Source: an optimization exercise on an open RTL-to-GDS flow (aim: small area and a short achievable clock period). Production flows keep margins and buffers that such runs may drop.
No functional check of the RTL was part of any run shown here.
No activity file was given, so power comes from the tool's default toggle rates.

==> flow/design.v (outline; a module is shown in full before it is edited, if it fits) <==
// module bxor: 3 lines
// module bao: 3 lines
// module band: 3 lines
// module pipelined_boothe_multiplier: 3707 lines
module pipelined_boothe_multiplier #(
    parameter WIDTH = 32
) (
    input clk,
    input reset,
    input en,
    input [WIDTH - 1: 0] md,
    input [WIDTH - 1: 0] mr,
    output [(2 * WIDTH) - 1: 0] s_result
);
  // ...
==> flow/run.sh <==
#!/bin/bash
# synth_recipe.tcl (not shown) runs the flow's synth.tcl, then flattens the netlist and writes it again
# the make line also repeats each setting of config.mk as NAME=value (left out here)
make -C /OpenROAD-flow-scripts/flow DESIGN_CONFIG=/design/flow/config.mk WORK_HOME=/design/flow/orfs CLKGATE_MAP_FILE= SYNTH_SCRIPT=/design/flow/synth_recipe.tcl finish
==> flow/config.mk <==
export PLATFORM = sky130hd
export DESIGN_NAME = pipelined_boothe_multiplier
export DESIGN_NICKNAME = pipelined_boothe_multiplier
export VERILOG_FILES = /design/flow/design.v
export SDC_FILE = /design/flow/constraint.sdc
export NUM_CORES = 4
export LEC_CHECK = 0
export CAP_MARGIN = 20
export CORE_MARGIN = 2
export CORE_UTILIZATION = 60
export PLACE_DENSITY = 0.7
export SETUP_SLACK_MARGIN = 2.9
export SLEW_MARGIN = 20
export SYNTH_HIERARCHICAL = 1
export SYNTH_MINIMUM_KEEP_SIZE = 0
==> flow/constraint.sdc <==
create_clock -name core_clock -period 5.0 [get_ports {clk}]
set_input_delay 1.0000 -clock core_clock [delete_from_list [all_inputs] [get_ports {clk}]]
set_output_delay 1.0000 -clock core_clock [all_outputs]
set_load 0.01 [all_outputs]
==> impl_metrics.env, run 1 <==
export IMPL_grt_antenna_before_repair=1
export IMPL_core_mm2=0.131
export IMPL_fin_ws_ps=2540
export IMPL_internal_power_mw=49.3
export IMPL_multi_input_area_share_pct=35.2
export IMPL_power_clock_mw=16.4
export IMPL_drt_met1_wl_um=61200
export IMPL_crit_path_max_fanout=5
export IMPL_synthCells=6697
export IMPL_cp_slowest_stage_delay_ps=380
export IMPL_io_buffers=129
export IMPL_p_seq_share_pct=42.6
export IMPL_post_cts_buffers=288
export IMPL_clock_area_share_pct=7.56
export IMPL_drc=0
export IMPL_yosysTopAreaCellShare_pct=59.6
export IMPL_place_gp_congestion=0.804
export IMPL_clock_latency_ps=830
export IMPL_critPathKind="reg2reg"
export IMPL_maxSlewHeadroom_pct=51.0
export IMPL_nMultiInputCombCells=3934
export IMPL_overflow=0
export IMPL_fillers=8356
export IMPL_synth_area_leader_cell="dfxtp_1"
export IMPL_synth_most_common_cell="dfxtp_1"
export IMPL_finalCritPeriodShare_pct=49.2
export IMPL_drtPass1Iterations=6
export IMPL_htreeDepth=4
export IMPL_clockBufferDepth=3
export IMPL_cp_top_family="compound AO/OA/AOI/OAI gates"
export IMPL_switching_share_pct=31.5
export IMPL_status="finished clean"
export IMPL_leakagePower_nw=40.8
export IMPL_synth_top_family_by_area="XOR/XNOR gates"
export IMPL_path_depth=11
export IMPL_rsz0062_at_grt="yes"
export IMPL_ff2ff_setup_slack_ps=2540
export IMPL_cts_made_buffers=209
export IMPL_hold_path_class="reg2reg"
==> run 2: changes to the inputs <==
--- a/flow/design.v
+++ b/flow/design.v
@@ -3457,235 +3457,351 @@
   bao uq2322 (.a(g2281), .b(x2282), .c(g2279), .y(q2322));
   wire q2323;
   band uq2323 (.a(x2282), .b(x2280), .y(q2323));
   wire q2324;
   bao uq2324 (.a(g2285), .b(x2286), .c(g2283), .y(q2324));
   wire q2325;
   band uq2325 (.a(x2286), .b(x2284), .y(q2325));
   wire q2326;
-  bao uq2326 (.a(q2288), .b(q2289), .c(q2287), .y(q2326));
+  bao uq2326 (.a(g2211), .b(x2212), .c(q2287), .y(q2326));
   wire q2327;
-  bao uq2327 (.a(q2292), .b(q2293), .c(q2290), .y(q2327));
+  bao uq2327 (.a(q2288), .b(q2289), .c(q2287), .y(q2327));
   wire q2328;
-  band uq2328 (.a(q2293), .b(q2291), .y(q2328));
+  bao uq2328 (.a(g2219), .b(x2220), .c(q2290), .y(q2328));
   wire q2329;
-  bao uq2329 (.a(q2296), .b(q2297), .c(q2294), .y(q2329));
+  band uq2329 (.a(x2220), .b(q2291), .y(q2329));
   wire q2330;
-  band uq2330 (.a(q2297), .b(q2295), .y(q2330));
+  bao uq2330 (.a(q2292), .b(q2293), .c(q2290), .y(q2330));
   wire q2331;
-  bao uq2331 (.a(q2300), .b(q2301), .c(q2298), .y(q2331));
+  band uq2331 (.a(q2293), .b(q2291), .y(q2331));
   wire q2332;
-  band uq2332 (.a(q2301), .b(q2299), .y(q2332));
+  bao uq2332 (.a(g2227), .b(x2228), .c(q2294), .y(q2332));
   wire q2333;
-  bao uq2333 (.a(q2304), .b(q2305), .c(q2302), .y(q2333));
+  band uq2333 (.a(x2228), .b(q2295), .y(q2333));
   wire q2334;
-  band uq2334 (.a(q2305), .b(q2303), .y(q2334));
+  bao uq2334 (.a(q2296), .b(q2297), .c(q2294), .y(q2334));
   wire q2335;
-  bao uq2335 (.a(q2308), .b(q2309), .c(q2306), .y(q2335));
+  band uq2335 (.a(q2297), .b(q2295), .y(q2335));
   wire q2336;
-  band uq2336 (.a(q2309), .b(q2307), .y(q2336));
+  bao uq2336 (.a(g2235), .b(x2236), .c(q2298), .y(q2336));
   wire q2337;
-  bao uq2337 (.a(q2312), .b(q2313), .c(q2310), .y(q2337));
+  band uq2337 (.a(x2236), .b(q2299), .y(q2337));
   wire q2338;
-  band uq2338 (.a(q2313), .b(q2311), .y(q2338));
+  bao uq2338 (.a(q2300), .b(q2301), .c(q2298), .y(q2338));
   wire q2339;
-  bao uq2339 (.a(q2316), .b(q2317), .c(q2314), .y(q2339));
+  band uq2339 (.a(q2301), .b(q2299), .y(q2339));
   wire q2340;
-  band uq2340 (.a(q2317), .b(q2315), .y(q2340));
+  bao uq2340 (.a(g2243), .b(x2244), .c(q2302), .y(q2340));
   wire q2341;
-  bao uq2341 (.a(q2320), .b(q2321), .c(q2318), .y(q2341));
+  band uq2341 (.a(x2244), .b(q2303), .y(q2341));
   wire q2342;
-  band uq2342 (.a(q2321), .b(q2319), .y(q2342));
+  bao uq2342 (.a(q2304), .b(q2305), .c(q2302), .y(q2342));
   wire q2343;
-  bao uq2343 (.a(q2324), .b(q2325), .c(q2322), .y(q2343));
+  band uq2343 (.a(q2305), .b(q2303), .y(q2343));
   wire q2344;
-  band uq2344 (.a(q2325), .b(q2323), .y(q2344));
+  bao uq2344 (.a(g2251), .b(x2252), .c(q2306), .y(q2344));
   wire q2345;
-  bao uq2345 (.a(q2327), .b(q2328), .c(q2326), .y(q2345));
+  band uq2345 (.a(x2252), .b(q2307), .y(q2345));
   wire q2346;
-  bao uq2346 (.a(q2331), .b(q2332), .c(q2329), .y(q2346));
+  bao uq2346 (.a(q2308), .b(q2309), .c(q2306), .y(q2346));
   wire q2347;
-  band uq2347 (.a(q2332), .b(q2330), .y(q2347));
+  band uq2347 (.a(q2309), .b(q2307), .y(q2347));
   wire q2348;
-  bao uq2348 (.a(q2335), .b(q2336), .c(q2333), .y(q2348));
+  bao uq2348 (.a(g2259), .b(x2260), .c(q2310), .y(q2348));
   wire q2349;
-  band uq2349 (.a(q2336), .b(q2334), .y(q2349));
+  band uq2349 (.a(x2260), .b(q2311), .y(q2349));
   wire q2350;
-  bao uq2350 (.a(q2339), .b(q2340), .c(q2337), .y(q2350));
+  bao uq2350 (.a(q2312), .b(q2313), .c(q2310), .y(q2350));
   wire q2351;
-  band uq2351 (.a(q2340), .b(q2338), .y(q2351));
+  band uq2351 (.a(q2313), .b(q2311), .y(q2351));
   wire q2352;
-  bao uq2352 (.a(q2343), .b(q2344), .c(q2341), .y(q2352));
+  bao uq2352 (.a(g2267), .b(x2268), .c(q2314), .y(q2352));
   wire q2353;
-  band uq2353 (.a(q2344), .b(q2342), .y(q2353));
+  band uq2353 (.a(x2268), .b(q2315), .y(q2353));
   wire q2354;
-  bao uq2354 (.a(q2346), .b(q2347), .c(q2345), .y(q2354));
+  bao uq2354 (.a(q2316), .b(q2317), .c(q2314), .y(q2354));
   wire q2355;
-  bao uq2355 (.a(q2350), .b(q2351), .c(q2348), .y(q2355));
+  band uq2355 (.a(q2317), .b(q2315), .y(q2355));
   wire q2356;
-  band uq2356 (.a(q2351), .b(q2349), .y(q2356));
+  bao uq2356 (.a(g2275), .b(x2276), .c(q2318), .y(q2356));
   wire q2357;
-  bao uq2357 (.a(q2355), .b(q2356), .c(q2354), .y(q2357));
+  band uq2357 (.a(x2276), .b(q2319), .y(q2357));
   wire q2358;
-  bao uq2358 (.a(q2348), .b(q2349), .c(q2354), .y(q2358));
+  bao uq2358 (.a(q2320), .b(q2321), .c(q2318), .y(q2358));
   wire q2359;
-  bao uq2359 (.a(q2352), .b(q2353), .c(q2357), .y(q2359));
+  band uq2359 (.a(q2321), .b(q2319), .y(q2359));
   wire q2360;
-  bao uq2360 (.a(q2329), .b(q2330), .c(q2345), .y(q2360));
+  bao uq2360 (.a(g2283), .b(x2284), .c(q2322), .y(q2360));
   wire q2361;
-  bao uq2361 (.a(q2333), .b(q2334), .c(q2354), .y(q2361));
+  band uq2361 (.a(x2284), .b(q2323), .y(q2361));
   wire q2362;
-  bao uq2362 (.a(q2337), .b(q2338), .c(q2358), .y(q2362));
+  bao uq2362 (.a(q2324), .b(q2325), .c(q2322), .y(q2362));
   wire q2363;
-  bao uq2363 (.a(q2341), .b(q2342), .c(q2357), .y(q2363));
+  band uq2363 (.a(q2325), .b(q2323), .y(q2363));
   wire q2364;
-  bao uq2364 (.a(q2290), .b(q2291), .c(q2326), .y(q2364));
+  bao uq2364 (.a(g2215), .b(x2216), .c(q2327), .y(q2364));
   wire q2365;
-  bao uq2365 (.a(q2294), .b(q2295), .c(q2345), .y(q2365));
+  bao uq2365 (.a(q2290), .b(q2291), .c(q2327), .y(q2365));
   wire q2366;
-  bao uq2366 (.a(q2298), .b(q2299), .c(q2360), .y(q2366));
+  bao uq2366 (.a(q2328), .b(q2329), .c(q2327), .y(q2366));
   wire q2367;
-  bao uq2367 (.a(q2302), .b(q2303), .c(q2354), .y(q2367));
+  bao uq2367 (.a(q2330), .b(q2331), .c(q2327), .y(q2367));
   wire q2368;
-  bao uq2368 (.a(q2306), .b(q2307), .c(q2361), .y(q2368));
+  bao uq2368 (.a(g2231), .b(x2232), .c(q2334), .y(q2368));
   wire q2369;
-  bao uq2369 (.a(q2310), .b(q2311), .c(q2358), .y(q2369));
+  band uq2369 (.a(x2232), .b(q2335), .y(q2369));
   wire q2370;
-  bao uq2370 (.a(q2314), .b(q2315), .c(q2362), .y(q2370));
+  bao uq2370 (.a(q2298), .b(q2299), .c(q2334), .y(q2370));
   wire q2371;
-  bao uq2371 (.a(q2318), .b(q2319), .c(q2357), .y(q2371));
+  band uq2371 (.a(q2299), .b(q2335), .y(q2371));
   wire q2372;
-  bao uq2372 (.a(q2322), .b(q2323), .c(q2363), .y(q2372));
+  bao uq2372 (.a(q2336), .b(q2337), .c(q2334), .y(q2372));
   wire q2373;
-  bao uq2373 (.a(g2211), .b(x2212), .c(q2287), .y(q2373));
+  band uq2373 (.a(q2337), .b(q2335), .y(q2373));
   wire q2374;
-  bao uq2374 (.a(g2215), .b(x2216), .c(q2326), .y(q2374));
+  bao uq2374 (.a(q2338), .b(q2339), .c(q2334), .y(q2374));
   wire q2375;
-  bao uq2375 (.a(g2219), .b(x2220), .c(q2364), .y(q2375));
+  band uq2375 (.a(q2339), .b(q2335), .y(q2375));
   wire q2376;
-  bao uq2376 (.a(g2223), .b(x2224), .c(q2345), .y(q2376));
+  bao uq2376 (.a(g2247), .b(x2248), .c(q2342), .y(q2376));
   wire q2377;
-  bao uq2377 (.a(g2227), .b(x2228), .c(q2365), .y(q2377));
+  band uq2377 (.a(x2248), .b(q2343), .y(q2377));
   wire q2378;
-  bao uq2378 (.a(g2231), .b(x2232), .c(q2360), .y(q2378));
+  bao uq2378 (.a(q2306), .b(q2307), .c(q2342), .y(q2378));
   wire q2379;
-  bao uq2379 (.a(g2235), .b(x2236), .c(q2366), .y(q2379));
+  band uq2379 (.a(q2307), .b(q2343), .y(q2379));
   wire q2380;
-  bao uq2380 (.a(g2239), .b(x2240), .c(q2354), .y(q2380));
+  bao uq2380 (.a(q2344), .b(q2345), .c(q2342), .y(q2380));
   wire q2381;
-  bao uq2381 (.a(g2243), .b(x2244), .c(q2367), .y(q2381));
+  band uq2381 (.a(q2345), .b(q2343), .y(q2381));
   wire q2382;
-  bao uq2382 (.a(g2247), .b(x2248), .c(q2361), .y(q2382));
+  bao uq2382 (.a(q2346), .b(q2347), .c(q2342), .y(q2382));
   wire q2383;
-  bao uq2383 (.a(g2251), .b(x2252), .c(q2368), .y(q2383));
+  band uq2383 (.a(q2347), .b(q2343), .y(q2383));
   wire q2384;
-  bao uq2384 (.a(g2255), .b(x2256), .c(q2358), .y(q2384));
+  bao uq2384 (.a(g2263), .b(x2264), .c(q2350), .y(q2384));
   wire q2385;
-  bao uq2385 (.a(g2259), .b(x2260), .c(q2369), .y(q2385));
+  band uq2385 (.a(x2264), .b(q2351), .y(q2385));
   wire q2386;
-  bao uq2386 (.a(g2263), .b(x2264), .c(q2362), .y(q2386));
+  bao uq2386 (.a(q2314), .b(q2315), .c(q2350), .y(q2386));
   wire q2387;
-  bao uq2387 (.a(g2267), .b(x2268), .c(q2370), .y(q2387));
+  band uq2387 (.a(q2315), .b(q2351), .y(q2387));
   wire q2388;
-  bao uq2388 (.a(g2271), .b(x2272), .c(q2357), .y(q2388));
+  bao uq2388 (.a(q2352), .b(q2353), .c(q2350), .y(q2388));
   wire q2389;
-  bao uq2389 (.a(g2275), .b(x2276), .c(q2371), .y(q2389));
+  band uq2389 (.a(q2353), .b(q2351), .y(q2389));
   wire q2390;
-  bao uq2390 (.a(g2279), .b(x2280), .c(q2363), .y(q2390));
+  bao uq2390 (.a(q2354), .b(q2355), .c(q2350), .y(q2390));
   wire q2391;
-  bao uq2391 (.a(g2283), .b(x2284), .c(q2372), .y(q2391));
+  band uq2391 (.a(q2355), .b(q2351), .y(q2391));
   wire q2392;
-  band uq2392 (.a(s5[103]), .b(q2359), .y(q2392));
-  wire x2393;
-  bxor ux2393 (.a(x2210), .b(s5[24]), .y(x2393));
-  wire x2394;
-  bxor ux2394 (.a(x2212), .b(q2287), .y(x2394));
-  wire x2395;
-  bxor ux2395 (.a(x2214), .b(q2373), .y(x2395));
-  wire x2396;
-  bxor ux2396 (.a(x2216), .b(q2326), .y(x2396));
-  wire x2397;
-  bxor ux2397 (.a(x2218), .b(q2374), .y(x2397));
-  wire x2398;
-  bxor ux2398 (.a(x2220), .b(q2364), .y(x2398));
-  wire x2399;
-  bxor ux2399 (.a(x2222), .b(q2375), .y(x2399));
-  wire x2400;
-  bxor ux2400 (.a(x2224), .b(q2345), .y(x2400));
-  wire x2401;
-  bxor ux2401 (.a(x2226), .b(q2376), .y(x2401));
-  wire x2402;
-  bxor ux2402 (.a(x2228), .b(q2365), .y(x2402));
-  wire x2403;
-  bxor ux2403 (.a(x2230), .b(q2377), .y(x2403));
-  wire x2404;
-  bxor ux2404 (.a(x2232), .b(q2360), .y(x2404));
-  wire x2405;
-  bxor ux2405 (.a(x2234), .b(q2378), .y(x2405));
-  wire x2406;
-  bxor ux2406 (.a(x2236), .b(q2366), .y(x2406));
-  wire x2407;
-  bxor ux2407 (.a(x2238), .b(q2379), .y(x2407));
-  wire x2408;
-  bxor ux2408 (.a(x2240), .b(q2354), .y(x2408));
-  wire x2409;
-  bxor ux2409 (.a(x2242), .b(q2380), .y(x2409));
-  wire x2410;
-  bxor ux2410 (.a(x2244), .b(q2367), .y(x2410));
-  wire x2411;
-  bxor ux2411 (.a(x2246), .b(q2381), .y(x2411));
-  wire x2412;
-  bxor ux2412 (.a(x2248), .b(q2361), .y(x2412));
-  wire x2413;
-  bxor ux2413 (.a(x2250), .b(q2382), .y(x2413));
-  wire x2414;
-  bxor ux2414 (.a(x2252), .b(q2368), .y(x2414));
-  wire x2415;
-  bxor ux2415 (.a(x2254), .b(q2383), .y(x2415));
-  wire x2416;
-  bxor ux2416 (.a(x2256), .b(q2358), .y(x2416));
-  wire x2417;
-  bxor ux2417 (.a(x2258), .b(q2384), .y(x2417));
-  wire x2418;
-  bxor ux2418 (.a(x2260), .b(q2369), .y(x2418));
-  wire x2419;
-  bxor ux2419 (.a(x2262), .b(q2385), .y(x2419));
-  wire x2420;
-  bxor ux2420 (.a(x2264), .b(q2362), .y(x2420));
-  wire x2421;
-  bxor ux2421 (.a(x2266), .b(q2386), .y(x2421));
-  wire x2422;
-  bxor ux2422 (.a(x2268), .b(q2370), .y(x2422));
-  wire x2423;
-  bxor ux2423 (.a(x2270), .b(q2387), .y(x2423));
-  wire x2424;
-  bxor ux2424 (.a(x2272), .b(q2357), .y(x2424));
-  wire x2425;
-  bxor ux2425 (.a(x2274), .b(q2388), .y(x2425));
-  wire x2426;
-  bxor ux2426 (.a(x2276), .b(q2371), .y(x2426));
-  wire x2427;
-  bxor ux2427 (.a(x2278), .b(q2389), .y(x2427));
-  wire x2428;
-  bxor ux2428 (.a(x2280), .b(q2363), .y(x2428));
-  wire x2429;
-  bxor ux2429 (.a(x2282), .b(q2390), .y(x2429));
-  wire x2430;
-  bxor ux2430 (.a(x2284), .b(q2372), .y(x2430));
-  wire x2431;
-  bxor ux2431 (.a(x2286), .b(q2391), .y(x2431));
-  wire x2432;
-  bxor ux2432 (.a(s5[103]), .b(q2359), .y(x2432));
+  bao uq2392 (.a(g2279), .b(x2280), .c(q2358), .y(q2392));
+  wire q2393;
+  band uq2393 (.a(x2280), .b(q2359), .y(q2393));
+  wire q2394;
+  bao uq2394 (.a(q2322), .b(q2323), .c(q2358), .y(q2394));
+  wire q2395;
+  band uq2395 (.a(q2323), .b(q2359), .y(q2395));
+  wire q2396;
+  bao uq2396 (.a(q2360), .b(q2361), .c(q2358), .y(q2396));
+  wire q2397;
+  band uq2397 (.a(q2361), .b(q2359), .y(q2397));
+  wire q2398;
+  bao uq2398 (.a(q2362), .b(q2363), .c(q2358), .y(q2398));
+  wire q2399;
+  band uq2399 (.a(q2363), .b(q2359), .y(q2399));
+  wire q2400;
+  bao uq2400 (.a(g2223), .b(x2224), .c(q2367), .y(q2400));
+  wire q2401;
+  bao uq2401 (.a(q2294), .b(q2295), .c(q2367), .y(q2401));
+  wire q2402;
+  bao uq2402 (.a(q2332), .b(q2333), .c(q2367), .y(q2402));
+  wire q2403;
+  bao uq2403 (.a(q2334), .b(q2335), .c(q2367), .y(q2403));
+  wire q2404;
+  bao uq2404 (.a(q2368), .b(q2369), .c(q2367), .y(q2404));
+  wire q2405;
+  bao uq2405 (.a(q2370), .b(q2371), .c(q2367), .y(q2405));
+  wire q2406;
+  bao uq2406 (.a(q2372), .b(q2373), .c(q2367), .y(q2406));
+  wire q2407;
+  bao uq2407 (.a(q2374), .b(q2375), .c(q2367), .y(q2407));
+  wire q2408;
+  bao uq2408 (.a(g2255), .b(x2256), .c(q2382), .y(q2408));
+  wire q2409;
+  band uq2409 (.a(x2256), .b(q2383), .y(q2409));
+  wire q2410;
+  bao uq2410 (.a(q2310), .b(q2311), .c(q2382), .y(q2410));
+  wire q2411;
+  band uq2411 (.a(q2311), .b(q2383), .y(q2411));
+  wire q2412;
+  bao uq2412 (.a(q2348), .b(q2349), .c(q2382), .y(q2412));
+  wire q2413;
+  band uq2413 (.a(q2349), .b(q2383), .y(q2413));
+  wire q2414;
+  bao uq2414 (.a(q2350), .b(q2351), .c(q2382), .y(q2414));
+  wire q2415;
+  band uq2415 (.a(q2351), .b(q2383), .y(q2415));
+  wire q2416;
+  bao uq2416 (.a(q2384), .b(q2385), .c(q2382), .y(q2416));
+  wire q2417;
+  band uq2417 (.a(q2385), .b(q2383), .y(q2417));
+  wire q2418;
+  bao uq2418 (.a(q2386), .b(q2387), .c(q2382), .y(q2418));
+  wire q2419;
+  band uq2419 (.a(q2387), .b(q2383), .y(q2419));
+  wire q2420;
+  bao uq2420 (.a(q2388), .b(q2389), .c(q2382), .y(q2420));
+  wire q2421;
+  band uq2421 (.a(q2389), .b(q2383), .y(q2421));
+  wire q2422;
+  bao uq2422 (.a(q2390), .b(q2391), .c(q2382), .y(q2422));
+  wire q2423;
+  band uq2423 (.a(q2391), .b(q2383), .y(q2423));
+  wire q2424;
+  band uq2424 (.a(s5[103]), .b(q2398), .y(q2424));
+  wire q2425;
+  band uq2425 (.a(s5[103]), .b(q2399), .y(q2425));
+  wire q2426;
+  bao uq2426 (.a(g2239), .b(x2240), .c(q2407), .y(q2426));
+  wire q2427;
+  bao uq2427 (.a(q2302), .b(q2303), .c(q2407), .y(q2427));
+  wire q2428;
+  bao uq2428 (.a(q2340), .b(q2341), .c(q2407), .y(q2428));
+  wire q2429;
+  bao uq2429 (.a(q2342), .b(q2343), .c(q2407), .y(q2429));
+  wire q2430;
+  bao uq2430 (.a(q2376), .b(q2377), .c(q2407), .y(q2430));
+  wire q2431;
+  bao uq2431 (.a(q2378), .b(q2379), .c(q2407), .y(q2431));
+  wire q2432;
+  bao uq2432 (.a(q2380), .b(q2381), .c(q2407), .y(q2432));
+  wire q2433;
+  bao uq2433 (.a(q2382), .b(q2383), .c(q2407), .y(q2433));
+  wire q2434;
+  bao uq2434 (.a(q2408), .b(q2409), .c(q2407), .y(q2434));
+  wire q2435;
+  bao uq2435 (.a(q2410), .b(q2411), .c(q2407), .y(q2435));
+  wire q2436;
+  bao uq2436 (.a(q2412), .b(q2413), .c(q2407), .y(q2436));
+  wire q2437;
+  bao uq2437 (.a(q2414), .b(q2415), .c(q2407), .y(q2437));
+  wire q2438;
+  bao uq2438 (.a(q2416), .b(q2417), .c(q2407), .y(q2438));
+  wire q2439;
+  bao uq2439 (.a(q2418), .b(q2419), .c(q2407), .y(q2439));
+  wire q2440;
+  bao uq2440 (.a(q2420), .b(q2421), .c(q2407), .y(q2440));
+  wire q2441;
+  bao uq2441 (.a(q2422), .b(q2423), .c(q2407), .y(q2441));
+  wire q2442;
+  bao uq2442 (.a(g2271), .b(x2272), .c(q2441), .y(q2442));
+  wire q2443;
+  bao uq2443 (.a(q2318), .b(q2319), .c(q2441), .y(q2443));
+  wire q2444;
+  bao uq2444 (.a(q2356), .b(q2357), .c(q2441), .y(q2444));
+  wire q2445;
+  bao uq2445 (.a(q2358), .b(q2359), .c(q2441), .y(q2445));
+  wire q2446;
+  bao uq2446 (.a(q2392), .b(q2393), .c(q2441), .y(q2446));
+  wire q2447;
+  bao uq2447 (.a(q2394), .b(q2395), .c(q2441), .y(q2447));
+  wire q2448;
+  bao uq2448 (.a(q2396), .b(q2397), .c(q2441), .y(q2448));
+  wire q2449;
+  bao uq2449 (.a(q2398), .b(q2399), .c(q2441), .y(q2449));
+  wire q2450;
+  bao uq2450 (.a(q2424), .b(q2425), .c(q2441), .y(q2450));
+  wire x2451;
+  bxor ux2451 (.a(x2210), .b(s5[24]), .y(x2451));
+  wire x2452;
+  bxor ux2452 (.a(x2212), .b(q2287), .y(x2452));
+  wire x2453;
+  bxor ux2453 (.a(x2214), .b(q2326), .y(x2453));
+  wire x2454;
+  bxor ux2454 (.a(x2216), .b(q2327), .y(x2454));
+  wire x2455;
+  bxor ux2455 (.a(x2218), .b(q2364), .y(x2455));
+  wire x2456;
+  bxor ux2456 (.a(x2220), .b(q2365), .y(x2456));
+  wire x2457;
+  bxor ux2457 (.a(x2222), .b(q2366), .y(x2457));
+  wire x2458;
+  bxor ux2458 (.a(x2224), .b(q2367), .y(x2458));
+  wire x2459;
+  bxor ux2459 (.a(x2226), .b(q2400), .y(x2459));
+  wire x2460;
+  bxor ux2460 (.a(x2228), .b(q2401), .y(x2460));
+  wire x2461;
+  bxor ux2461 (.a(x2230), .b(q2402), .y(x2461));
+  wire x2462;
+  bxor ux2462 (.a(x2232), .b(q2403), .y(x2462));
+  wire x2463;
+  bxor ux2463 (.a(x2234), .b(q2404), .y(x2463));
+  wire x2464;
+  bxor ux2464 (.a(x2236), .b(q2405), .y(x2464));
+  wire x2465;
+  bxor ux2465 (.a(x2238), .b(q2406), .y(x2465));
+  wire x2466;
+  bxor ux2466 (.a(x2240), .b(q2407), .y(x2466));
+  wire x2467;
+  bxor ux2467 (.a(x2242), .b(q2426), .y(x2467));
+  wire x2468;
+  bxor ux2468 (.a(x2244), .b(q2427), .y(x2468));
+  wire x2469;
+  bxor ux2469 (.a(x2246), .b(q2428), .y(x2469));
+  wire x2470;
+  bxor ux2470 (.a(x2248), .b(q2429), .y(x2470));
+  wire x2471;
+  bxor ux2471 (.a(x2250), .b(q2430), .y(x2471));
+  wire x2472;
+  bxor ux2472 (.a(x2252), .b(q2431), .y(x2472));
+  wire x2473;
+  bxor ux2473 (.a(x2254), .b(q2432), .y(x2473));
+  wire x2474;
+  bxor ux2474 (.a(x2256), .b(q2433), .y(x2474));
+  wire x2475;
+  bxor ux2475 (.a(x2258), .b(q2434), .y(x2475));
+  wire x2476;
+  bxor ux2476 (.a(x2260), .b(q2435), .y(x2476));
+  wire x2477;
+  bxor ux2477 (.a(x2262), .b(q2436), .y(x2477));
+  wire x2478;
+  bxor ux2478 (.a(x2264), .b(q2437), .y(x2478));
+  wire x2479;
+  bxor ux2479 (.a(x2266), .b(q2438), .y(x2479));
+  wire x2480;
+  bxor ux2480 (.a(x2268), .b(q2439), .y(x2480));
+  wire x2481;
+  bxor ux2481 (.a(x2270), .b(q2440), .y(x2481));
+  wire x2482;
+  bxor ux2482 (.a(x2272), .b(q2441), .y(x2482));
+  wire x2483;
+  bxor ux2483 (.a(x2274), .b(q2442), .y(x2483));
+  wire x2484;
+  bxor ux2484 (.a(x2276), .b(q2443), .y(x2484));
+  wire x2485;
+  bxor ux2485 (.a(x2278), .b(q2444), .y(x2485));
+  wire x2486;
+  bxor ux2486 (.a(x2280), .b(q2445), .y(x2486));
+  wire x2487;
+  bxor ux2487 (.a(x2282), .b(q2446), .y(x2487));
+  wire x2488;
+  bxor ux2488 (.a(x2284), .b(q2447), .y(x2488));
+  wire x2489;
+  bxor ux2489 (.a(x2286), .b(q2448), .y(x2489));
+  wire x2490;
+  bxor ux2490 (.a(s5[103]), .b(q2449), .y(x2490));
   always @(posedge clk) s1 <= {mr[31], mr[30], mr[29], mr[28], mr[27], mr[26], mr[25], mr[24], mr[23], mr[22], mr[21], mr[20], mr[19], mr[18], mr[17], mr[16], mr[15], mr[14], mr[13], mr[12], mr[11], mr[10], mr[9], mr[8], mr[7], bnegn24, btwon23, bonen22, bneg21, btwo20, bone19, bnegn18, btwon17, bonen16, bneg15, btwo14, bone13, bnegn12, btwon11, bonen10, bneg9, btwo8, bone7, bnegn6, btwon5, bonen4, bneg3, btwo2, bone1, md[31], md[30], md[29], md[28], md[27], md[26], md[25], md[24], md[23], md[22], md[21], md[20], md[19], md[18], md[17], md[16], md[15], md[14], md[13], md[12], md[11], md[10], md[9], md[8], md[7], md[6], md[5], md[4], md[3], md[2], md[1], md[0]};
   always @(posedge clk) s2 <= {s1[80], s1[79], s1[78], s1[77], s1[76], s1[75], s1[74], s1[73], s1[72], s1[71], s1[70], s1[69], s1[68], s1[67], s1[66], s1[65], s1[64], bnegn435, btwon434, bonen433, bneg432, btwo431, bone430, bnegn429, btwon428, bonen427, bneg426, btwo425, bone424, bnegn423, btwon422, bonen421, bneg420, btwo419, bone418, bnegn417, btwon416, bonen415, bneg414, btwo413, bone412, s1[31], s1[30], s1[29], s1[28], s1[27], s1[26], s1[25], s1[24], s1[23], s1[22], s1[21], s1[20], s1[19], s1[18], s1[17], s1[16], s1[15], s1[14], s1[13], s1[12], s1[11], s1[10], s1[9], s1[8], s1[7], s1[6], s1[5], s1[4], s1[3], s1[2], s1[1], s1[0], hc411, pp156, fc409, x410, fc406, x408, fc403, x405, x402, fc400, x399, fc397, x396, fc394, x393, fc391, x390, fc388, x387, fc385, x384, fc382, x381, fc379, x378, fc376, x375, fc373, x372, fc370, x369, fc367, x366, fc364, x363, fc361, x360, fc358, x357, fc355, x354, fc352, x351, fc349, x348, fc346, x345, fc343, x342, fc340, x339, fc337, x336, fc334, x333, fc331, x330, fc328, x327, fc325, x324, fc322, x321, fc319, x318, fc316, x315, fc313, x312, hc310, x309, hc308, x307, pp58, pp26, pp25, s1[34]};
   always @(posedge clk) s3 <= {s2[149], s2[148], s2[147], s2[146], s2[145], s2[144], s2[143], s2[142], s2[141], bnegn1034, btwon1033, bonen1032, bneg1031, btwo1030, bone1029, bnegn1028, btwon1027, bonen1026, bneg1025, btwo1024, bone1023, bnegn1022, btwon1021, bonen1020, bneg1019, btwo1018, bone1017, bnegn1016, btwon1015, bonen1014, bneg1013, btwo1012, bone1011, s2[108], s2[107], s2[106], s2[105], s2[104], s2[103], s2[102], s2[101], s2[100], s2[99], s2[98], s2[97], s2[96], s2[95], s2[94], s2[93], s2[92], s2[91], s2[90], s2[89], s2[88], s2[87], s2[86], s2[85], s2[84], s2[83], s2[82], s2[81], s2[80], s2[79], s2[78], s2[77], hc1010, pp567, fc1008, x1009, fc1005, x1007, fc1002, x1004, x1001, fc999, x998, fc996, x995, fc993, x992, fc990, x989, fc987, x986, fc984, x983, fc981, x980, fc978, x977, fc975, x974, fc972, x971, fc969, x968, fc966, x965, fc963, x962, fc960, x959, fc957, x956, fc954, x953, fc951, x950, fc948, x947, fc945, x944, fc942, x941, fc939, x938, fc936, x935, fc933, x932, fc930, x929, fc927, x926, fc924, x923, fc921, x920, fc918, x917, fc915, x914, fc912, x911, fc909, x908, fc906, x905, fc903, x902, hc900, x899, pp436, ra568[8], ra568[7], ra568[6], ra568[5], ra568[4], ra568[3], ra568[2], ra568[1], ra568[0]};
   always @(posedge clk) s4 <= {s3[151], bnegn1633, btwon1632, bonen1631, bneg1630, btwo1629, bone1628, bnegn1627, btwon1626, bonen1625, bneg1624, btwo1623, bone1622, bnegn1621, btwon1620, bonen1619, bneg1618, btwo1617, bone1616, bnegn1615, btwon1614, bonen1613, bneg1612, btwo1611, bone1610, s3[118], s3[117], s3[116], s3[115], s3[114], s3[113], s3[112], s3[111], s3[110], s3[109], s3[108], s3[107], s3[106], s3[105], s3[104], s3[103], s3[102], s3[101], s3[100], s3[99], s3[98], s3[97], s3[96], s3[95], s3[94], s3[93], s3[92], s3[91], s3[90], s3[89], s3[88], s3[87], hc1609, pp1166, fc1607, x1608, fc1604, x1606, fc1601, x1603, x1600, fc1598, x1597, fc1595, x1594, fc1592, x1591, fc1589, x1588, fc1586, x1585, fc1583, x1582, fc1580, x1579, fc1577, x1576, fc1574, x1573, fc1571, x1570, fc1568, x1567, fc1565, x1564, fc1562, x1561, fc1559, x1558, fc1556, x1555, fc1553, x1552, fc1550, x1549, fc1547, x1546, fc1544, x1543, fc1541, x1540, fc1538, x1537, fc1535, x1534, fc1532, x1531, fc1529, x1528, fc1526, x1525, fc1523, x1522, fc1520, x1519, fc1517, x1516, fc1514, x1513, fc1511, x1510, fc1508, x1507, fc1505, x1504, fc1502, x1501, hc1499, x1498, pp1035, ra1167[9], ra1167[8], ra1167[7], ra1167[6], ra1167[5], ra1167[4], ra1167[3], ra1167[2], ra1167[1], s3[7], s3[6], s3[5], s3[4], s3[3], s3[2], s3[1], s3[0]};
   always @(posedge clk) s5 <= {1'b1, hc2208, pp1765, fc2206, x2207, fc2203, x2205, fc2200, x2202, x2199, fc2197, x2196, fc2194, x2193, fc2191, x2190, fc2188, x2187, fc2185, x2184, fc2182, x2181, fc2179, x2178, fc2176, x2175, fc2173, x2172, fc2170, x2169, fc2167, x2166, fc2164, x2163, fc2161, x2160, fc2158, x2157, fc2155, x2154, fc2152, x2151, fc2149, x2148, fc2146, x2145, fc2143, x2142, fc2140, x2139, fc2137, x2136, fc2134, x2133, fc2131, x2130, fc2128, x2127, fc2125, x2124, fc2122, x2121, fc2119, x2118, fc2116, x2115, fc2113, x2112, fc2110, x2109, fc2107, x2106, fc2104, x2103, fc2101, x2100, hc2098, x2097, pp1634, ra1766[9], ra1766[8], ra1766[7], ra1766[6], ra1766[5], ra1766[4], ra1766[3], ra1766[2], ra1766[1], s4[15], s4[14], s4[13], s4[12], s4[11], s4[10], s4[9], s4[8], s4[7], s4[6], s4[5], s4[4], s4[3], s4[2], s4[1], s4[0]};
-  always @(posedge clk) s6 <= {x2432, x2431, x2430, x2429, x2428, x2427, x2426, x2425, x2424, x2423, x2422, x2421, x2420, x2419, x2418, x2417, x2416, x2415, x2414, x2413, x2412, x2411, x2410, x2409, x2408, x2407, x2406, x2405, x2404, x2403, x2402, x2401, x2400, x2399, x2398, x2397, x2396, x2395, x2394, x2393, s5[23], s5[22], s5[21], s5[20], s5[19], s5[18], s5[17], s5[16], s5[15], s5[14], s5[13], s5[12], s5[11], s5[10], s5[9], s5[8], s5[7], s5[6], s5[5], s5[4], s5[3], s5[2], s5[1], s5[0]};
+  always @(posedge clk) s6 <= {x2490, x2489, x2488, x2487, x2486, x2485, x2484, x2483, x2482, x2481, x2480, x2479, x2478, x2477, x2476, x2475, x2474, x2473, x2472, x2471, x2470, x2469, x2468, x2467, x2466, x2465, x2464, x2463, x2462, x2461, x2460, x2459, x2458, x2457, x2456, x2455, x2454, x2453, x2452, x2451, s5[23], s5[22], s5[21], s5[20], s5[19], s5[18], s5[17], s5[16], s5[15], s5[14], s5[13], s5[12], s5[11], s5[10], s5[9], s5[8], s5[7], s5[6], s5[5], s5[4], s5[3], s5[2], s5[1], s5[0]};
   always @(posedge clk) s7 <= {s6[63], s6[62], s6[61], s6[60], s6[59], s6[58], s6[57], s6[56], s6[55], s6[54], s6[53], s6[52], s6[51], s6[50], s6[49], s6[48], s6[47], s6[46], s6[45], s6[44], s6[43], s6[42], s6[41], s6[40], s6[39], s6[38], s6[37], s6[36], s6[35], s6[34], s6[33], s6[32], s6[31], s6[30], s6[29], s6[28], s6[27], s6[26], s6[25], s6[24], s6[23], s6[22], s6[21], s6[20], s6[19], s6[18], s6[17], s6[16], s6[15], s6[14], s6[13], s6[12], s6[11], s6[10], s6[9], s6[8], s6[7], s6[6], s6[5], s6[4], s6[3], s6[2], s6[1], s6[0]};
   always @(posedge clk) s8 <= {s7[63], s7[62], s7[61], s7[60], s7[59], s7[58], s7[57], s7[56], s7[55], s7[54], s7[53], s7[52], s7[51], s7[50], s7[49], s7[48], s7[47], s7[46], s7[45], s7[44], s7[43], s7[42], s7[41], s7[40], s7[39], s7[38], s7[37], s7[36], s7[35], s7[34], s7[33], s7[32], s7[31], s7[30], s7[29], s7[28], s7[27], s7[26], s7[25], s7[24], s7[23], s7[22], s7[21], s7[20], s7[19], s7[18], s7[17], s7[16], s7[15], s7[14], s7[13], s7[12], s7[11], s7[10], s7[9], s7[8], s7[7], s7[6], s7[5], s7[4], s7[3], s7[2], s7[1], s7[0]};
   always @(posedge clk) s9 <= {s8[63], s8[62], s8[61], s8[60], s8[59], s8[58], s8[57], s8[56], s8[55], s8[54], s8[53], s8[52], s8[51], s8[50], s8[49], s8[48], s8[47], s8[46], s8[45], s8[44], s8[43], s8[42], s8[41], s8[40], s8[39], s8[38], s8[37], s8[36], s8[35], s8[34], s8[33], s8[32], s8[31], s8[30], s8[29], s8[28], s8[27], s8[26], s8[25], s8[24], s8[23], s8[22], s8[21], s8[20], s8[19], s8[18], s8[17], s8[16], s8[15], s8[14], s8[13], s8[12], s8[11], s8[10], s8[9], s8[8], s8[7], s8[6], s8[5], s8[4], s8[3], s8[2], s8[1], s8[0]};
   always @(posedge clk) s10 <= {s9[63], s9[62], s9[61], s9[60], s9[59], s9[58], s9[57], s9[56], s9[55], s9[54], s9[53], s9[52], s9[51], s9[50], s9[49], s9[48], s9[47], s9[46], s9[45], s9[44], s9[43], s9[42], s9[41], s9[40], s9[39], s9[38], s9[37], s9[36], s9[35], s9[34], s9[33], s9[32], s9[31], s9[30], s9[29], s9[28], s9[27], s9[26], s9[25], s9[24], s9[23], s9[22], s9[21], s9[20], s9[19], s9[18], s9[17], s9[16], s9[15], s9[14], s9[13], s9[12], s9[11], s9[10], s9[9], s9[8], s9[7], s9[6], s9[5], s9[4], s9[3], s9[2], s9[1], s9[0]};
   always @(posedge clk) s11 <= {s10[63], s10[62], s10[61], s10[60], s10[59], s10[58], s10[57], s10[56], s10[55], s10[54], s10[53], s10[52], s10[51], s10[50], s10[49], s10[48], s10[47], s10[46], s10[45], s10[44], s10[43], s10[42], s10[41], s10[40], s10[39], s10[38], s10[37], s10[36], s10[35], s10[34], s10[33], s10[32], s10[31], s10[30], s10[29], s10[28], s10[27], s10[26], s10[25], s10[24], s10[23], s10[22], s10[21], s10[20], s10[19], s10[18], s10[17], s10[16], s10[15], s10[14], s10[13], s10[12], s10[11], s10[10], s10[9], s10[8], s10[7], s10[6], s10[5], s10[4], s10[3], s10[2], s10[1], s10[0]};
   always @(posedge clk) s12 <= {s11[63], s11[62], s11[61], s11[60], s11[59], s11[58], s11[57], s11[56], s11[55], s11[54], s11[53], s11[52], s11[51], s11[50], s11[49], s11[48], s11[47], s11[46], s11[45], s11[44], s11[43], s11[42], s11[41], s11[40], s11[39], s11[38], s11[37], s11[36], s11[35], s11[34], s11[33], s11[32], s11[31], s11[30], s11[29], s11[28], s11[27], s11[26], s11[25], s11[24], s11[23], s11[22], s11[21], s11[20], s11[19], s11[18], s11[17], s11[16], s11[15], s11[14], s11[13], s11[12], s11[11], s11[10], s11[9], s11[8], s11[7], s11[6], s11[5], s11[4], s11[3], s11[2], s11[1], s11[0]};
   always @(posedge clk) s13 <= {s12[63], s12[62], s12[61], s12[60], s12[59], s12[58], s12[57], s12[56], s12[55], s12[54], s12[53], s12[52], s12[51], s12[50], s12[49], s12[48], s12[47], s12[46], s12[45], s12[44], s12[43], s12[42], s12[41], s12[40], s12[39], s12[38], s12[37], s12[36], s12[35], s12[34], s12[33], s12[32], s12[31], s12[30], s12[29], s12[28], s12[27], s12[26], s12[25], s12[24], s12[23], s12[22], s12[21], s12[20], s12[19], s12[18], s12[17], s12[16], s12[15], s12[14], s12[13], s12[12], s12[11], s12[10], s12[9], s12[8], s12[7], s12[6], s12[5], s12[4], s12[3], s12[2], s12[1], s12[0]};
   always @(posedge clk) s14 <= {s13[63], s13[62], s13[61], s13[60], s13[59], s13[58], s13[57], s13[56], s13[55], s13[54], s13[53], s13[52], s13[51], s13[50], s13[49], s13[48], s13[47], s13[46], s13[45], s13[44], s13[43], s13[42], s13[41], s13[40], s13[39], s13[38], s13[37], s13[36], s13[35], s13[34], s13[33], s13[32], s13[31], s13[30], s13[29], s13[28], s13[27], s13[26], s13[25], s13[24], s13[23], s13[22], s13[21], s13[20], s13[19], s13[18], s13[17], s13[16], s13[15], s13[14], s13[13], s13[12], s13[11], s13[10], s13[9], s13[8], s13[7], s13[6], s13[5], s13[4], s13[3], s13[2], s13[1], s13[0]};
==> impl_metrics.env, run 2 <==
export IMPL_layoutNonFillerInstCount=9276
export IMPL_met3_length_um=6450
export IMPL_setup_violations=0
export IMPL_final_max_slew_viol_count=0
export IMPL_synth_area_leader_cell="dfxtp_1"
export IMPL_leakagePower_nw=41.3
export IMPL_clockBufferDepth=3
export IMPL_synthFlopType="dfxtp_1"
export IMPL_arrival_ps=3230
export IMPL_status="finished clean"
export IMPL_avgSynthCellArea_um2=11.8
export IMPL_syn2layout_area_growth_pct=23.5
export IMPL_crit_path_max_fanout=4
export IMPL_highest_layer="met4"
export IMPL_root_buffer="clkbuf_16"
export IMPL_ys_warn_count=7
export IMPL_finalWirelength_um=151000
export IMPL_dieHeight_um=369
export IMPL_fillers=8519
export IMPL_finalCritPeriodShare_pct=50.7
export IMPL_cap_viol_max_count=0
export IMPL_clock_latency_ps=820
export IMPL_die_w_um=369
export IMPL_fin_worst_skew_ps=43.2
export IMPL_place_inst=8414
export IMPL_final_cell_mix="dfxtp_1 (2180), xor2_1 (999), buf_4 (351)"
export IMPL_drtPass1Iterations=8
export IMPL_synth_top_cells_by_area="dfxtp_1 (59%), xor2_1 (13%), xnor2_1 (4.0%)"
export IMPL_start_util_pct=60.6
export IMPL_grt_usage_pct=20.2
export IMPL_synth_edf_count=0
export IMPL_viasPerCell=5.17
export IMPL_fmax_mhz=395
export IMPL_ant_nets=0
export IMPL_grt_pass1_wl_um=227000
export IMPL_synthCells=6753
export IMPL_design_area_mm2=0.0986
export IMPL_dieArea_mm2=0.136
export IMPL_cts_made_buffers=206
export IMPL_worst_pin_slew_ps=722
export IMPL_largestRegisters="s3 x151, s4 x151, s2 x149"
export IMPL_maxSlewHeadroom_pct=51.7
export IMPL_drt_met1_wl_um=61900
export IMPL_place_gp_congestion=0.802
export IMPL_critPathKind="reg2reg"
export IMPL_drive_gt1_share_pct=27.9
export IMPL_drc=0
export IMPL_dr_first_iter_drc_count=2127
export IMPL_core_mm2=0.132
export IMPL_worst_setup_path_end_kind="register"
export IMPL_finalHoldViolations=0
export IMPL_p_per_area_mw_per_mm2=734
export IMPL_final_nets=7440
export IMPL_yosysUniqueCellTypes=55
export IMPL_htreeDepth=4
export IMPL_synthArstFlopShare_pct=0
export IMPL_numClockSinks=2367
export IMPL_overflow=0
export IMPL_power_total_mw=72.3
export IMPL_crit_path_start_kind="register"
export IMPL_place_area_mm2=0.0824
export IMPL_yosysTopAreaCellShare_pct=59.3
export IMPL_rsz0062_at_grt="yes"
export IMPL_synth_seq_area_share_pct=59.3
export IMPL_wl_per_cell_um=16.3
export IMPL_worstPathRequired_ps=5700
export IMPL_final_common_cell="dfxtp_1"
export IMPL_rows=133
export IMPL_hpwl_um=85600
export IMPL_io_pins=131
export IMPL_synth_most_common_cell="dfxtp_1"
export IMPL_num_vias=47900
export IMPL_grt_max_degree=33
export IMPL_synth_cell_area_mm2=0.0799
export IMPL_ir_worst_vdd_mv=0.378
export IMPL_cts_tree="done"
export IMPL_tns_ps=0
export IMPL_grt_pass1_vias=46700
export IMPL_path_clk_slew_ps=70
export IMPL_io_buffers=129
export IMPL_hold_path_class="reg2reg"
export IMPL_met2_length_um=75200
export IMPL_yosys_top_cells_count="dfxtp_1 (2367), xor2_1 (1145), xnor2_1 (363)"
export IMPL_fin_crit_ps=2530
export IMPL_grt_antenna_before_repair=1
export IMPL_synth_seq_cells=2367
==> run 2: path summary, 6_finish.rpt <==
| path | startpoint | to | cells past startpoint | slack (ps) |
|---|---|---|---|---|
| min | s13[36] | s14[36] | 0 | 290 |
| min reg2reg | s13[36] | s14[36] | 0 | 290 |
| max reg2reg | s3[134] | s4[79] | 12 | 2470 |
| max | s3[134] | s4[79] | 12 | 2470 |
==> run 2: modules after synthesis, one instance, submodules excluded <==
module,flip-flops and latches,times used
band,0,61
bxor,0,1087
bao,0,100
pipelined_boothe_multiplier,2367,1
==> run 2: through the flow <==
stage | hold slack (ps) | setup slack, ps | util [%]
floorplan | 310 | 2790 | -
global placement | 310 | 2200 | 62.5
detailed placement | 312 | 2120 | 62.5
CTS | 293 | 2660 | 72.3
global route | 298 | 2430 | 74.8
finish | 292 | 2470 | 74.8
==> run 2: layout make-up <==
class	count	area, um2	share of cell area, %
diodes	1	2.50	0.00254
well taps	1755	2200	2.23
repair buffers	610	5570	5.65
clock buffers	280	5810	5.90
inverters	169	641	0.650
multi-input cells	3991	35100	35.6
flip-flops and latches	2367	47900	48.6
clock inverters	103	1360	1.38
==> run 2: power by group <==
group | switching (mW) | internal [mW]
sequential | 2.65 | 27.9
clock | 6.86 | 9.26
combinational | 13.5 | 12.1
==> run 2: critical path, cell delays in order, from the launching register on <==
cell and delay (ps):
dfxtp_4 390, buf_12 140, buf_12 110, nor2b_4 40, or3_4 340, a22oi_2 240, a21oi_2 60, inv_2 80
xor2_1 250, xor2_1 300, buf_4 190, o21ai_0 80, o211ai_1 200
==> run 2: cell families after synthesis <==
family | Yosys count | synth area share (%)
flip-flops | 2367 | 59.3
AO/OA/AOI/OAI | 959 | 8.88
multiplexers | 4 | 0.0501
other | 1 | 0.00470
buffers and inverters | 415 | 2.57
XOR/XNOR | 1508 | 16.5
adder cells (fa/ha/maj) | 329 | 4.47
AND/OR/NAND/NOR | 1170 | 8.14
==> run 2: timing repair <==
action / 4_1_cts / 5_1_grt
gates cloned: 4 / 2
setup buffers: 313 / 159
setup endpoints to repair: 398 / 333
hold buffers: 0 / 0
gates resized for setup: 1177 / 455
pin swaps: 238 / 273
==> run 2: metal layers <==
metal  vias up  track usage, %
met3       555            3.54
met2      1256            35.6
met4         0            8.81
met1     22700            24.2
li1      23400               -
met5         -               0

## port drivers added, routing unchanged
No port has a modelled driver above. Below, the same layouts with a new extraction and two added sets of constraints. Step 1 sets driving cells, clkbuf_16 on the clock port and buf_2 on the other inputs (assumed; they add their load-dependent delay and slew). Step 2 times the ports against the registers' clock, not the clock port: input delays grow and output delays shrink by t, the midpoint of the rising clock arrivals with the driver on. a / b / c = ideal ports / drivers / drivers and shift; a / b = the first two.
| run | shift t [ns] | slack for setup (ns) | clock arrival spread, ns |
|---|---|---|---|
| run 1 | 0.894 | 2.542 / 2.542 / 2.415 | 0.103 / 0.104 |
| run 2 | 0.888 | 2.467 / 2.467 / 2.395 | 0.056 / 0.056 |
After both steps every run listed still meets setup and hold. The setup slack of run 1, which loses most, moves by 0.000 ns with the drivers and by -0.127 ns with both steps.
